Source: an optimization exercise on an open RTL-to-GDS flow (aim: small area and a short achievable clock period). Production flows keep margins and buffers that such runs may drop.
Where RTL was checked, it was by simulation tests only, not by an equivalence proof against the original.
No activity file was given, so power comes from the tool's default toggle rates.

==> run Z: inputs <==
==> flow/design.v <==
module prefix_or #(
    parameter N = 128,
    parameter L = 7     
)(
    input  [N - 1:0] in,
    output [N - 1:0] out
);
wire [(L + 1) * N - 1:0] lvl;
assign lvl[N - 1:0] = in;
genvar l, i;
generate
    for (l = 0; l < L; l = l + 1) begin : level
        for (i = 0; i < N; i = i + 1) begin : bitn
            if ((i >> l) & 1)
                assign lvl[(l + 1) * N + i] = lvl[l * N + i] | lvl[l * N + ((i >> l) << l) - 1];
            else
                assign lvl[(l + 1) * N + i] = lvl[l * N + i];
        end
    end
endgenerate
assign out = {lvl[L * N +: N - 1], 1'b0};
endmodule  
module LU_cache #(
    parameter CELL_SIZE = 8,
    parameter CELL_COUNT = 128,
    parameter CELL_ADDR_SIZE = 7
)
(
    input clk,
    input reset,
    input [CELL_SIZE - 1:0] data_in,
    input new_data,
    output [CELL_COUNT * CELL_SIZE - 1:0] data_out
);
reg  [CELL_COUNT * CELL_SIZE - 1:0] cells;
wire [CELL_COUNT - 1:0] eq;
wire [CELL_COUNT - 1:0] below;    
wire [CELL_COUNT * CELL_SIZE - 1:0] shifted = {cells[(CELL_COUNT - 1) * CELL_SIZE - 1:0], data_in};
assign data_out = cells;
genvar j;
generate
    for (j = 0; j < CELL_COUNT; j = j + 1) begin : cmp
        assign eq[j] = cells[j * CELL_SIZE +: CELL_SIZE] == data_in;
    end
endgenerate
prefix_or #(.N(CELL_COUNT), .L(CELL_ADDR_SIZE)) PO (.in(eq), .out(below));
generate
    for (j = 0; j < CELL_COUNT; j = j + 1) begin : cl
        always @(posedge clk or negedge reset) begin
            if (!reset) cells[j * CELL_SIZE +: CELL_SIZE] <= 0;
            else if (new_data && !below[j])
                cells[j * CELL_SIZE +: CELL_SIZE] <= shifted[j * CELL_SIZE +: CELL_SIZE];
        end
    end
endgenerate
endmodule  
==> flow/flow/run.sh <==
#!/bin/bash
# Standard ORFS layout, but port buffers are the smallest buffer (buf_1)
# instead of the cell buffer_ports picks by default.
set -euo pipefail
bash standard.sh "BUFFER_PORTS_ARGS=-buffer_cell sky130_fd_sc_hd__buf_1" finish > standard.log 2>&1
==> flow/standard.sh <==
#!/bin/bash
# synth_recipe.tcl (not shown) runs the flow's synth.tcl, then flattens the netlist and writes it again
# the make line also repeats each setting of config.mk as NAME=value (left out here)
make -C /OpenROAD-flow-scripts/flow DESIGN_CONFIG=/design/flow/config.mk WORK_HOME=/design/flow/orfs CLKGATE_MAP_FILE= SYNTH_SCRIPT=/design/flow/synth_recipe.tcl "${@:-finish}"
==> flow/config.mk <==
export PLATFORM = sky130hd
export DESIGN_NAME = LU_cache
export DESIGN_NICKNAME = LU_cache
export VERILOG_FILES = /design/flow/design.v
export SDC_FILE = /design/flow/constraint.sdc
export NUM_CORES = 4
export LEC_CHECK = 0
export CAP_MARGIN = 20
export CORE_MARGIN = 2
export CORE_UTILIZATION = 40
export SLEW_MARGIN = 20
==> flow/constraint.sdc <==
create_clock -name core_clock -period 7.0 [get_ports {clk}]
set_input_delay 1.4000 -clock core_clock [delete_from_list [all_inputs] [get_ports {clk}]]
set_output_delay 1.4000 -clock core_clock [all_outputs]
set_load 0.01 [all_outputs]
==> run X (differences from run Z) <==
==> flow/design.v, changed modules only <==
module sel_mux #(
    parameter W = 8
)(
    input s,
    input sn,
    input [W - 1:0] a,
    input [W - 1:0] b,
    output [W - 1:0] x
);
assign x = ({W{s}} & a) | ({W{sn}} & b);
endmodule  
module LU_cache #(
    parameter CELL_SIZE = 8,
    parameter CELL_COUNT = 128,
    parameter CELL_ADDR_SIZE = 7
)
(
    input clk,
    input reset,
    input [CELL_SIZE - 1:0] data_in,
    input new_data,
    output [CELL_COUNT * CELL_SIZE - 1:0] data_out
);
reg  [CELL_COUNT * CELL_SIZE - 1:0] cells;
wire [CELL_COUNT * CELL_SIZE - 1:0] cells_next;
wire [CELL_COUNT - 1:0] eq;
wire [CELL_COUNT - 1:0] below;    
wire [CELL_COUNT - 1:0] shift = {CELL_COUNT{new_data}} & ~below;
wire [CELL_COUNT - 1:0] hold = ~shift;
wire [CELL_COUNT * CELL_SIZE - 1:0] shifted = {cells[(CELL_COUNT - 1) * CELL_SIZE - 1:0], data_in};
assign data_out = cells;
genvar j;
generate
    for (j = 0; j < CELL_COUNT; j = j + 1) begin : cmp
        assign eq[j] = cells[j * CELL_SIZE +: CELL_SIZE] == data_in;
    end
endgenerate
prefix_or #(.N(CELL_COUNT), .L(CELL_ADDR_SIZE)) PO (.in(eq), .out(below));
generate
    for (j = 0; j < CELL_COUNT; j = j + 1) begin : nxt
        sel_mux #(.W(CELL_SIZE)) M (
            .s(shift[j]),
            .sn(hold[j]),
            .a(shifted[j * CELL_SIZE +: CELL_SIZE]),
            .b(cells[j * CELL_SIZE +: CELL_SIZE]),
            .x(cells_next[j * CELL_SIZE +: CELL_SIZE])
        );
    end
endgenerate
always @(posedge clk or negedge reset) begin
    if (!reset) cells <= 0;
    else cells <= cells_next;
end
endmodule  
==> flow/flow/run.sh (replaced) <==
#!/bin/bash
# Standard ORFS layout, except that port buffers are buf_1 instead of the
# cell buffer_ports picks by default.
set -euo pipefail
bash standard.sh "BUFFER_PORTS_ARGS=-buffer_cell sky130_fd_sc_hd__buf_1" finish > layout.log 2>&1
- CORE_UTILIZATION: 40 -> 55
- CTS_CLUSTER_DIAMETER: default -> 60
- CTS_CLUSTER_SIZE: default -> 30
- SETUP_SLACK_MARGIN: default -> 3.5
- SYNTH_HIERARCHICAL: default -> 1
==> run G (differences from run Z) <==
==> flow/design.v, changed modules only <==
module sel_mux #(
    parameter W = 8
)(
    input s,
    input sn,
    input [W - 1:0] a,
    input [W - 1:0] b,
    output [W - 1:0] x
);
assign x = ({W{s}} & a) | ({W{sn}} & b);
endmodule  
module prefix_or #(
    parameter N = 128,
    parameter L = 7     
)(
    input  [N - 1:0] in,
    output [N - 1:0] out
);
localparam NG = N / 4;     
localparam NB = N / 16;    
wire [N - 1:0]  lg;        
wire [NG - 1:0] g;         
wire [NG - 1:0] lb;        
wire [NB - 1:0] b;         
wire [NB - 1:0] pb;        
genvar i;
generate
    for (i = 0; i < NG; i = i + 1) begin : grp
        assign lg[4 * i]     = 1'b0;
        assign lg[4 * i + 1] = in[4 * i];
        assign lg[4 * i + 2] = in[4 * i] | in[4 * i + 1];
        assign lg[4 * i + 3] = in[4 * i] | in[4 * i + 1] | in[4 * i + 2];
        assign g[i] = |in[4 * i +: 4];
    end
    for (i = 0; i < NB; i = i + 1) begin : blk
        assign lb[4 * i]     = 1'b0;
        assign lb[4 * i + 1] = g[4 * i];
        assign lb[4 * i + 2] = g[4 * i] | g[4 * i + 1];
        assign lb[4 * i + 3] = g[4 * i] | g[4 * i + 1] | g[4 * i + 2];
        assign b[i] = |g[4 * i +: 4];
        if (i == 0) begin : first
            assign pb[i] = 1'b0;
        end else begin : rest
            assign pb[i] = |b[i - 1:0];
        end
    end
    for (i = 0; i < N; i = i + 1) begin : o
        assign out[i] = pb[i / 16] | lb[i / 4] | lg[i];
    end
endgenerate
endmodule  
module LU_cache #(
    parameter CELL_SIZE = 8,
    parameter CELL_COUNT = 128,
    parameter CELL_ADDR_SIZE = 7
)
(
    input clk,
    input reset,
    input [CELL_SIZE - 1:0] data_in,
    input new_data,
    output [CELL_COUNT * CELL_SIZE - 1:0] data_out
);
reg  [CELL_COUNT * CELL_SIZE - 1:0] cells;
wire [CELL_COUNT * CELL_SIZE - 1:0] cells_next;
wire [CELL_COUNT - 1:0] eq;
wire [CELL_COUNT - 1:0] below;    
wire [CELL_COUNT - 1:0] shift = {CELL_COUNT{new_data}} & ~below;
wire [CELL_COUNT - 1:0] hold = ~shift;
wire [CELL_COUNT * CELL_SIZE - 1:0] shifted = {cells[(CELL_COUNT - 1) * CELL_SIZE - 1:0], data_in};
assign data_out = cells;
genvar j;
generate
    for (j = 0; j < CELL_COUNT; j = j + 1) begin : cmp
        assign eq[j] = cells[j * CELL_SIZE +: CELL_SIZE] == data_in;
    end
endgenerate
prefix_or #(.N(CELL_COUNT), .L(CELL_ADDR_SIZE)) PO (.in(eq), .out(below));
generate
    for (j = 0; j < CELL_COUNT; j = j + 1) begin : nxt
        sel_mux #(.W(CELL_SIZE)) M (
            .s(shift[j]),
            .sn(hold[j]),
            .a(shifted[j * CELL_SIZE +: CELL_SIZE]),
            .b(cells[j * CELL_SIZE +: CELL_SIZE]),
            .x(cells_next[j * CELL_SIZE +: CELL_SIZE])
        );
    end
endgenerate
always @(posedge clk or negedge reset) begin
    if (!reset) cells <= 0;
    else cells <= cells_next;
end
endmodule  
==> flow/flow/run.sh (replaced) <==
#!/bin/bash
# Standard ORFS layout with these changes:
#  - port buffers are buf_1 instead of the cell buffer_ports picks by default;
#  - the slow AND/OR cells (and*, or*) are added to the don't-use list, so
#    synthesis and repair build logic from NAND/NOR/AOI cells;

set -euo pipefail
DU="sky130_fd_sc_hd__probe_p_8 sky130_fd_sc_hd__probec_p_8 sky130_fd_sc_hd__lpflow_bleeder_1 sky130_fd_sc_hd__lpflow_clkbufkapwr_1 sky130_fd_sc_hd__lpflow_clkbufkapwr_16 sky130_fd_sc_hd__lpflow_clkbufkapwr_2 sky130_fd_sc_hd__lpflow_clkbufkapwr_4 sky130_fd_sc_hd__lpflow_clkbufkapwr_8 sky130_fd_sc_hd__lpflow_clkinvkapwr_1 sky130_fd_sc_hd__lpflow_clkinvkapwr_16 sky130_fd_sc_hd__lpflow_clkinvkapwr_2 sky130_fd_sc_hd__lpflow_clkinvkapwr_4 sky130_fd_sc_hd__lpflow_clkinvkapwr_8 sky130_fd_sc_hd__lpflow_decapkapwr_12 sky130_fd_sc_hd__lpflow_decapkapwr_3 sky130_fd_sc_hd__lpflow_decapkapwr_4 sky130_fd_sc_hd__lpflow_decapkapwr_6 sky130_fd_sc_hd__lpflow_decapkapwr_8 sky130_fd_sc_hd__lpflow_inputiso0n_1 sky130_fd_sc_hd__lpflow_inputiso0p_1 sky130_fd_sc_hd__lpflow_inputiso1n_1 sky130_fd_sc_hd__lpflow_inputiso1p_1 sky130_fd_sc_hd__lpflow_inputisolatch_1 sky130_fd_sc_hd__lpflow_isobufsrc_1 sky130_fd_sc_hd__lpflow_isobufsrc_16 sky130_fd_sc_hd__lpflow_isobufsrc_2 sky130_fd_sc_hd__lpflow_isobufsrc_4 sky130_fd_sc_hd__lpflow_isobufsrc_8 sky130_fd_sc_hd__lpflow_isobufsrckapwr_16 sky130_fd_sc_hd__lpflow_lsbuf_lh_hl_isowell_tap_1 sky130_fd_sc_hd__lpflow_lsbuf_lh_hl_isowell_tap_2 sky130_fd_sc_hd__lpflow_lsbuf_lh_hl_isowell_tap_4 sky130_fd_sc_hd__lpflow_lsbuf_lh_isowell_4 sky130_fd_sc_hd__lpflow_lsbuf_lh_isowell_tap_1 sky130_fd_sc_hd__lpflow_lsbuf_lh_isowell_tap_2 sky130_fd_sc_hd__lpflow_lsbuf_lh_isowell_tap_4"
EX=" sky130_fd_sc_hd__or2_0 sky130_fd_sc_hd__or2_1 sky130_fd_sc_hd__or2_2 sky130_fd_sc_hd__or2_4 sky130_fd_sc_hd__or3_1 sky130_fd_sc_hd__or3_2 sky130_fd_sc_hd__or3_4 sky130_fd_sc_hd__or4_1 sky130_fd_sc_hd__or4_2 sky130_fd_sc_hd__or4_4 sky130_fd_sc_hd__or2b_1 sky130_fd_sc_hd__or2b_2 sky130_fd_sc_hd__or2b_4 sky130_fd_sc_hd__or3b_1 sky130_fd_sc_hd__or3b_2 sky130_fd_sc_hd__or3b_4 sky130_fd_sc_hd__or4b_1 sky130_fd_sc_hd__or4b_2 sky130_fd_sc_hd__or4b_4 sky130_fd_sc_hd__or4bb_1 sky130_fd_sc_hd__or4bb_2 sky130_fd_sc_hd__or4bb_4 sky130_fd_sc_hd__and2_0 sky130_fd_sc_hd__and2_1 sky130_fd_sc_hd__and2_2 sky130_fd_sc_hd__and2_4 sky130_fd_sc_hd__and3_1 sky130_fd_sc_hd__and3_2 sky130_fd_sc_hd__and3_4 sky130_fd_sc_hd__and4_1 sky130_fd_sc_hd__and4_2 sky130_fd_sc_hd__and4_4 sky130_fd_sc_hd__and2b_1 sky130_fd_sc_hd__and2b_2 sky130_fd_sc_hd__and2b_4 sky130_fd_sc_hd__and3b_1 sky130_fd_sc_hd__and3b_2 sky130_fd_sc_hd__and3b_4 sky130_fd_sc_hd__and4b_1 sky130_fd_sc_hd__and4b_2 sky130_fd_sc_hd__and4b_4 sky130_fd_sc_hd__and4bb_1 sky130_fd_sc_hd__and4bb_2 sky130_fd_sc_hd__and4bb_4"
bash standard.sh "BUFFER_PORTS_ARGS=-buffer_cell sky130_fd_sc_hd__buf_1" "DONT_USE_CELLS=$DU $EX" finish > layout.log 2>&1
- CORE_UTILIZATION: 40 -> 70
- CTS_BUF_LIST: default -> sky130_fd_sc_hd__clkbuf_8
- CTS_CLUSTER_SIZE: default -> 25
- SETUP_SLACK_MARGIN: default -> 3.0
- SYNTH_HIERARCHICAL: default -> 1
==> run B (differences from run Z) <==
==> flow/run.sh (new file) <==
#!/bin/bash
# synth_recipe.tcl (not shown) runs the flow's synth.tcl, then flattens the netlist and writes it again
# the make line also repeats each setting of config.mk as NAME=value (left out here)
make -C /OpenROAD-flow-scripts/flow DESIGN_CONFIG=/design/flow/config.mk WORK_HOME=/design/flow/orfs CLKGATE_MAP_FILE= SYNTH_SCRIPT=/design/flow/synth_recipe.tcl finish
removed: flow/flow/run.sh
removed: flow/standard.sh
==> metrics.md <==
| Metric | Value |
|---|---|
| Most used cell, CP | or4_4 |
| Top reg by flops | cells |
| Cts repair resizes | 393 |
| GRT met2 Usage | 0.639 |
| Critical Path End Type | register |
| Status | finished clean |
| Hold depth | 1 |
| Antenna violations before repair | 2 |
the above is filed under run X

==> metrics.md <==
| Metric | Value |
|---|---|
| Status | stopped before the end |
| Failed at | I/O pin placement (3_2_place_iop) |
| Tool error | [ERROR PPL-0024] Number of IO pins (1035) exceeds maximum number of available positions (994). Increase the die perimeter from 1103.54um to 1407.60um. |
| Synth Warn # | 7 |
| Average size of a mapped cell | 11.9 sq um |
| Starting Density | 0.708 |
| Chip height | 276 microns |
| Mapped cell area | 51700 sq um |
| FP Rows | 99 |
| Die width | 276 microns |
| Syn_nets | 4346 |
the above is filed under run G

==> metrics.md <==
| Metric | Value |
|---|---|
| Cts repair resizes | 0 |
| Status | finished clean |
| Top reg by flops | cells |
| Critical Path End Type | register |
| Antenna violations before repair | 4 |
the above is filed under run B

==> metrics.md <==
| Metric | Value |
|---|---|
| GRT met2 Usage | 0.506 |
| Final Max Tran Viols | 0 |
| Top reg by flops | cells |
| Most used cell, CP | buf_4 |
| Cts repair resizes | 0 |
| Compound-Gate Fraction of Synth Area | 0.00757 |
| Hold depth | 1 |
| Status | finished clean |
| Critical Path End Type | register |
| Skew-Pair Late Insertion Delay | 750 ps |
| Final setup violation count | 0 |
the above is filed under run Z

The RTL of run X and run G was laid out without a check of its function.

========
==> inputs of trial 73 <==
RTL: the design.v shown in full above, as it stands there.
==> flow/config.mk <==
export PLATFORM = sky130hd
export DESIGN_NAME = LU_cache
export DESIGN_NICKNAME = LU_cache
export VERILOG_FILES = /design/flow/design.v
export SDC_FILE = /design/flow/constraint.sdc
export NUM_CORES = 4
export LEC_CHECK = 0
export CAP_MARGIN = 20
export CORE_MARGIN = 2
export CORE_UTILIZATION = 55
export SETUP_SLACK_MARGIN = 2.5
export SLEW_MARGIN = 20
==> flow/constraint.sdc <==
create_clock -name core_clock -period 7.0 [get_ports {clk}]
set_input_delay 1.4000 -clock core_clock [delete_from_list [all_inputs] [get_ports {clk}]]
set_output_delay 1.4000 -clock core_clock [all_outputs]
set_load 0.01 [all_outputs]
standard.sh (not shown) runs the stock make flow with config.mk's settings and CLKGATE_MAP_FILE= SYNTH_SCRIPT=/design/flow/synth_recipe.tcl, a recipe that flattens the netlist after the stock synthesis.
==> flow/flow/run.sh <==
#!/bin/bash
# Standard ORFS layout with two netlist-level changes:
#  - after the standard synthesis, 2:1 muxes sharing a select are remapped
#    to a22o_1 cells plus one shared select inverter (flow/mux2a22o.py);
#  - port buffers are buf_1 instead of the cell buffer_ports picks by default.
set -euo pipefail
R=orfs/results/sky130hd/LU_cache/base
bash standard.sh synth > synth.log 2>&1
openroad -python -no_init -exit flow/mux2a22o.py $R/1_synth.odb $R/1_synth_a22o.odb > remap.log 2>&1
mv $R/1_synth_a22o.odb $R/1_synth.odb
bash standard.sh "BUFFER_PORTS_ARGS=-buffer_cell sky130_fd_sc_hd__buf_1" finish > layout.log 2>&1
==> flow/flow/mux2a22o.py <==
# Replace each 2:1 mux cell (mux2_*) whose select drives two or more muxes
# with an a22o_1 (X = S&A1 | Sn&A0), Sn coming from one shared inverter
# per select net.  Usage: openroad -python -no_init mux2a22o.py IN.odb OUT.odb
import sys
import odb

db = odb.dbDatabase.create()
odb.read_db(db, sys.argv[1])
block = db.getChip().getBlock()
a22o = db.findMaster("sky130_fd_sc_hd__a22o_1")
inv = db.findMaster("sky130_fd_sc_hd__inv_1")

groups = {}
for inst in block.getInsts():
    if inst.getMaster().getName().startswith("sky130_fd_sc_hd__mux2_"):
        s = inst.findITerm("S").getNet()
        groups.setdefault(s.getName(), (s, []))[1].append(inst)

n_mux = n_inv = 0
for name, (s, muxes) in groups.items():
    if len(muxes) < 2:
        continue
    sn = None
    for it in s.getITerms():
        m = it.getInst().getMaster().getName()
        if (m.startswith("sky130_fd_sc_hd__inv_") or m.startswith("sky130_fd_sc_hd__clkinv_")) \
                and it.getMTerm().getName() == "A":
            sn = it.getInst().findITerm("Y").getNet()
            break
    if sn is None:
        n_inv += 1
        sn = odb.dbNet.create(block, "mux_seln_%d" % n_inv)
        iv = odb.dbInst.create(block, inv, "mux_selinv_%d" % n_inv)
        iv.findITerm("A").connect(s)
        iv.findITerm("Y").connect(sn)
    for m in muxes:
        a0 = m.findITerm("A0").getNet()
        a1 = m.findITerm("A1").getNet()
        x = m.findITerm("X").getNet()
        nm = m.getName()
        odb.dbInst.destroy(m)
        n_mux += 1
        g = odb.dbInst.create(block, a22o, "a22o_%d" % n_mux)
        g.findITerm("A1").connect(s)
        g.findITerm("A2").connect(a1)
        g.findITerm("B1").connect(sn)
        g.findITerm("B2").connect(a0)
        g.findITerm("X").connect(x)

print("mux2a22o: replaced %d muxes, added %d inverters" % (n_mux, n_inv))
odb.write_db(db, sys.argv[2])
==> inputs of build 55, as changes to trial 73 <==
- SETUP_SLACK_MARGIN: 2.5 -> 3.5
==> inputs of trial 54, as changes to trial 73 <==
==> flow/run.sh (new file) <==
#!/bin/bash
# synth_recipe.tcl (not shown) runs the flow's synth.tcl, then flattens the netlist and writes it again
# the make line also repeats each setting of config.mk as NAME=value (left out here)
make -C /OpenROAD-flow-scripts/flow DESIGN_CONFIG=/design/flow/config.mk WORK_HOME=/design/flow/orfs CLKGATE_MAP_FILE= SYNTH_SCRIPT=/design/flow/synth_recipe.tcl finish
- ABC_CLOCK_PERIOD_IN_PS: unset -> 4000
- CORE_UTILIZATION: 55 -> 40
- CTS_BUF_LIST: unset -> sky130_fd_sc_hd__clkbuf_4 sky130_fd_sc_hd__clkbuf_8
- SETUP_SLACK_MARGIN: 2.5 -> unset
removed: flow/flow/run.sh
removed: flow/flow/mux2a22o.py
removed: flow/standard.sh
==> inputs of build 92, as changes to trial 73 <==
==> flow/design.v, changed modules only <==
module sel_mux #(
    parameter W = 8
)(
    input s,
    input sn,
    input [W - 1:0] a,
    input [W - 1:0] b,
    output [W - 1:0] x
);
assign x = ({W{s}} & a) | ({W{sn}} & b);
endmodule  
module prefix_or #(
    parameter N = 128,
    parameter L = 7     
)(
    input  [N - 1:0] in,
    output [N - 1:0] out
);
localparam NG = N / 4;     
localparam NB = N / 16;    
wire [N - 1:0]  lg;        
wire [NG - 1:0] g;         
wire [NG - 1:0] lb;        
wire [NB - 1:0] b;         
wire [NB - 1:0] pb;        
genvar i;
generate
    for (i = 0; i < NG; i = i + 1) begin : grp
        assign lg[4 * i]     = 1'b0;
        assign lg[4 * i + 1] = in[4 * i];
        assign lg[4 * i + 2] = in[4 * i] | in[4 * i + 1];
        assign lg[4 * i + 3] = in[4 * i] | in[4 * i + 1] | in[4 * i + 2];
        assign g[i] = |in[4 * i +: 4];
    end
    for (i = 0; i < NB; i = i + 1) begin : blk
        assign lb[4 * i]     = 1'b0;
        assign lb[4 * i + 1] = g[4 * i];
        assign lb[4 * i + 2] = g[4 * i] | g[4 * i + 1];
        assign lb[4 * i + 3] = g[4 * i] | g[4 * i + 1] | g[4 * i + 2];
        assign b[i] = |g[4 * i +: 4];
        if (i == 0) begin : first
            assign pb[i] = 1'b0;
        end else begin : rest
            assign pb[i] = |b[i - 1:0];
        end
    end
    for (i = 0; i < N; i = i + 1) begin : o
        assign out[i] = pb[i / 16] | lb[i / 4] | lg[i];
    end
endgenerate
endmodule  
module LU_cache #(
    parameter CELL_SIZE = 8,
    parameter CELL_COUNT = 128,
    parameter CELL_ADDR_SIZE = 7
)
(
    input clk,
    input reset,
    input [CELL_SIZE - 1:0] data_in,
    input new_data,
    output [CELL_COUNT * CELL_SIZE - 1:0] data_out
);
reg  [CELL_COUNT * CELL_SIZE - 1:0] cells;
wire [CELL_COUNT * CELL_SIZE - 1:0] cells_next;
wire [CELL_COUNT - 1:0] eq;
wire [CELL_COUNT - 1:0] below;    
wire [CELL_COUNT - 1:0] shift = {CELL_COUNT{new_data}} & ~below;
wire [CELL_COUNT - 1:0] hold = ~shift;
wire [CELL_COUNT * CELL_SIZE - 1:0] shifted = {cells[(CELL_COUNT - 1) * CELL_SIZE - 1:0], data_in};
assign data_out = cells;
genvar j;
generate
    for (j = 0; j < CELL_COUNT; j = j + 1) begin : cmp
        assign eq[j] = cells[j * CELL_SIZE +: CELL_SIZE] == data_in;
    end
endgenerate
prefix_or #(.N(CELL_COUNT), .L(CELL_ADDR_SIZE)) PO (.in(eq), .out(below));
generate
    for (j = 0; j < CELL_COUNT; j = j + 1) begin : nxt
        sel_mux #(.W(CELL_SIZE)) M (
            .s(shift[j]),
            .sn(hold[j]),
            .a(shifted[j * CELL_SIZE +: CELL_SIZE]),
            .b(cells[j * CELL_SIZE +: CELL_SIZE]),
            .x(cells_next[j * CELL_SIZE +: CELL_SIZE])
        );
    end
endgenerate
always @(posedge clk or negedge reset) begin
    if (!reset) cells <= 0;
    else cells <= cells_next;
end
endmodule  
==> flow/flow/run.sh (replaced) <==
#!/bin/bash
# Standard ORFS layout, except that port buffers are buf_1 instead of the
# cell buffer_ports picks by default.
set -euo pipefail
bash standard.sh "BUFFER_PORTS_ARGS=-buffer_cell sky130_fd_sc_hd__buf_1" finish > layout.log 2>&1
- CTS_CLUSTER_DIAMETER: unset -> 60
- CTS_CLUSTER_SIZE: unset -> 30
- SETUP_SLACK_MARGIN: 2.5 -> 3.5
- SYNTH_HIERARCHICAL: unset -> 1
removed: flow/flow/mux2a22o.py
==> notes <==
- Build 55 ran to the end with no violations. Build 92 ran to the end with no violations. Trial 54 produced a clean layout. Trial 73 went through all stages and came out clean.
- Register-to-register slack, lowest first: trial 54, build 92, trial 73, build 55.
- The lowest clock skew belongs to build 55, the highest to trial 54.
- In build 92 the clock power is lower than in trial 54, by about 14%.
- Of trial 54 and build 55, trial 54 has the higher die area (gap about 43%, measured against build 55).
- Count of clock-buffer cells in the layout: build 92 < build 55 < trial 73 < trial 54.
- Via count: trial 54 < trial 73 < build 92 < build 55.
- In sequential cell count, trial 54 and trial 73 do not differ.
Function not checked in build 92: the RTL went through the layout flow alone.

-- static timing again, ports no longer ideal --
In the flow no input, the clock included, has a driving cell. The finished layouts below were timed again as built, in two steps. Step 1, drivers: a clkbuf_16 drives clk and a buf_2 each remaining input, both assumed. Step 2 adds t to the input delays and takes it off the output delays; t is the mean of the earliest and latest rising clock arrival at the registers after step 1. Input paths then give back, and output paths get back, about the clock's delay inside the block. a / b / c = ideal ports / drivers / drivers and shift; a / b = the first two.
run	t, ns	setup slack, ns	cell pins on the clock port's net
run Z	0.802	1.503 / 1.558 / 0.755	1
run X	0.760	2.601 / 2.464 / 1.704	1
run B	0.802	1.632 / 1.663 / 0.861	1
trial 73	0.772	2.603 / 2.623 / 1.851	1
build 55	0.774	3.030 / 2.846 / 2.071	1
trial 54	0.943	1.801 / 1.834 / 0.891	1
build 92	0.753	2.824 / 2.656 / 1.903	1
After both steps every run listed still meets setup and hold. The setup slack of build 55, which loses most, moves by -0.184 ns with the drivers and by -0.959 ns with both steps.
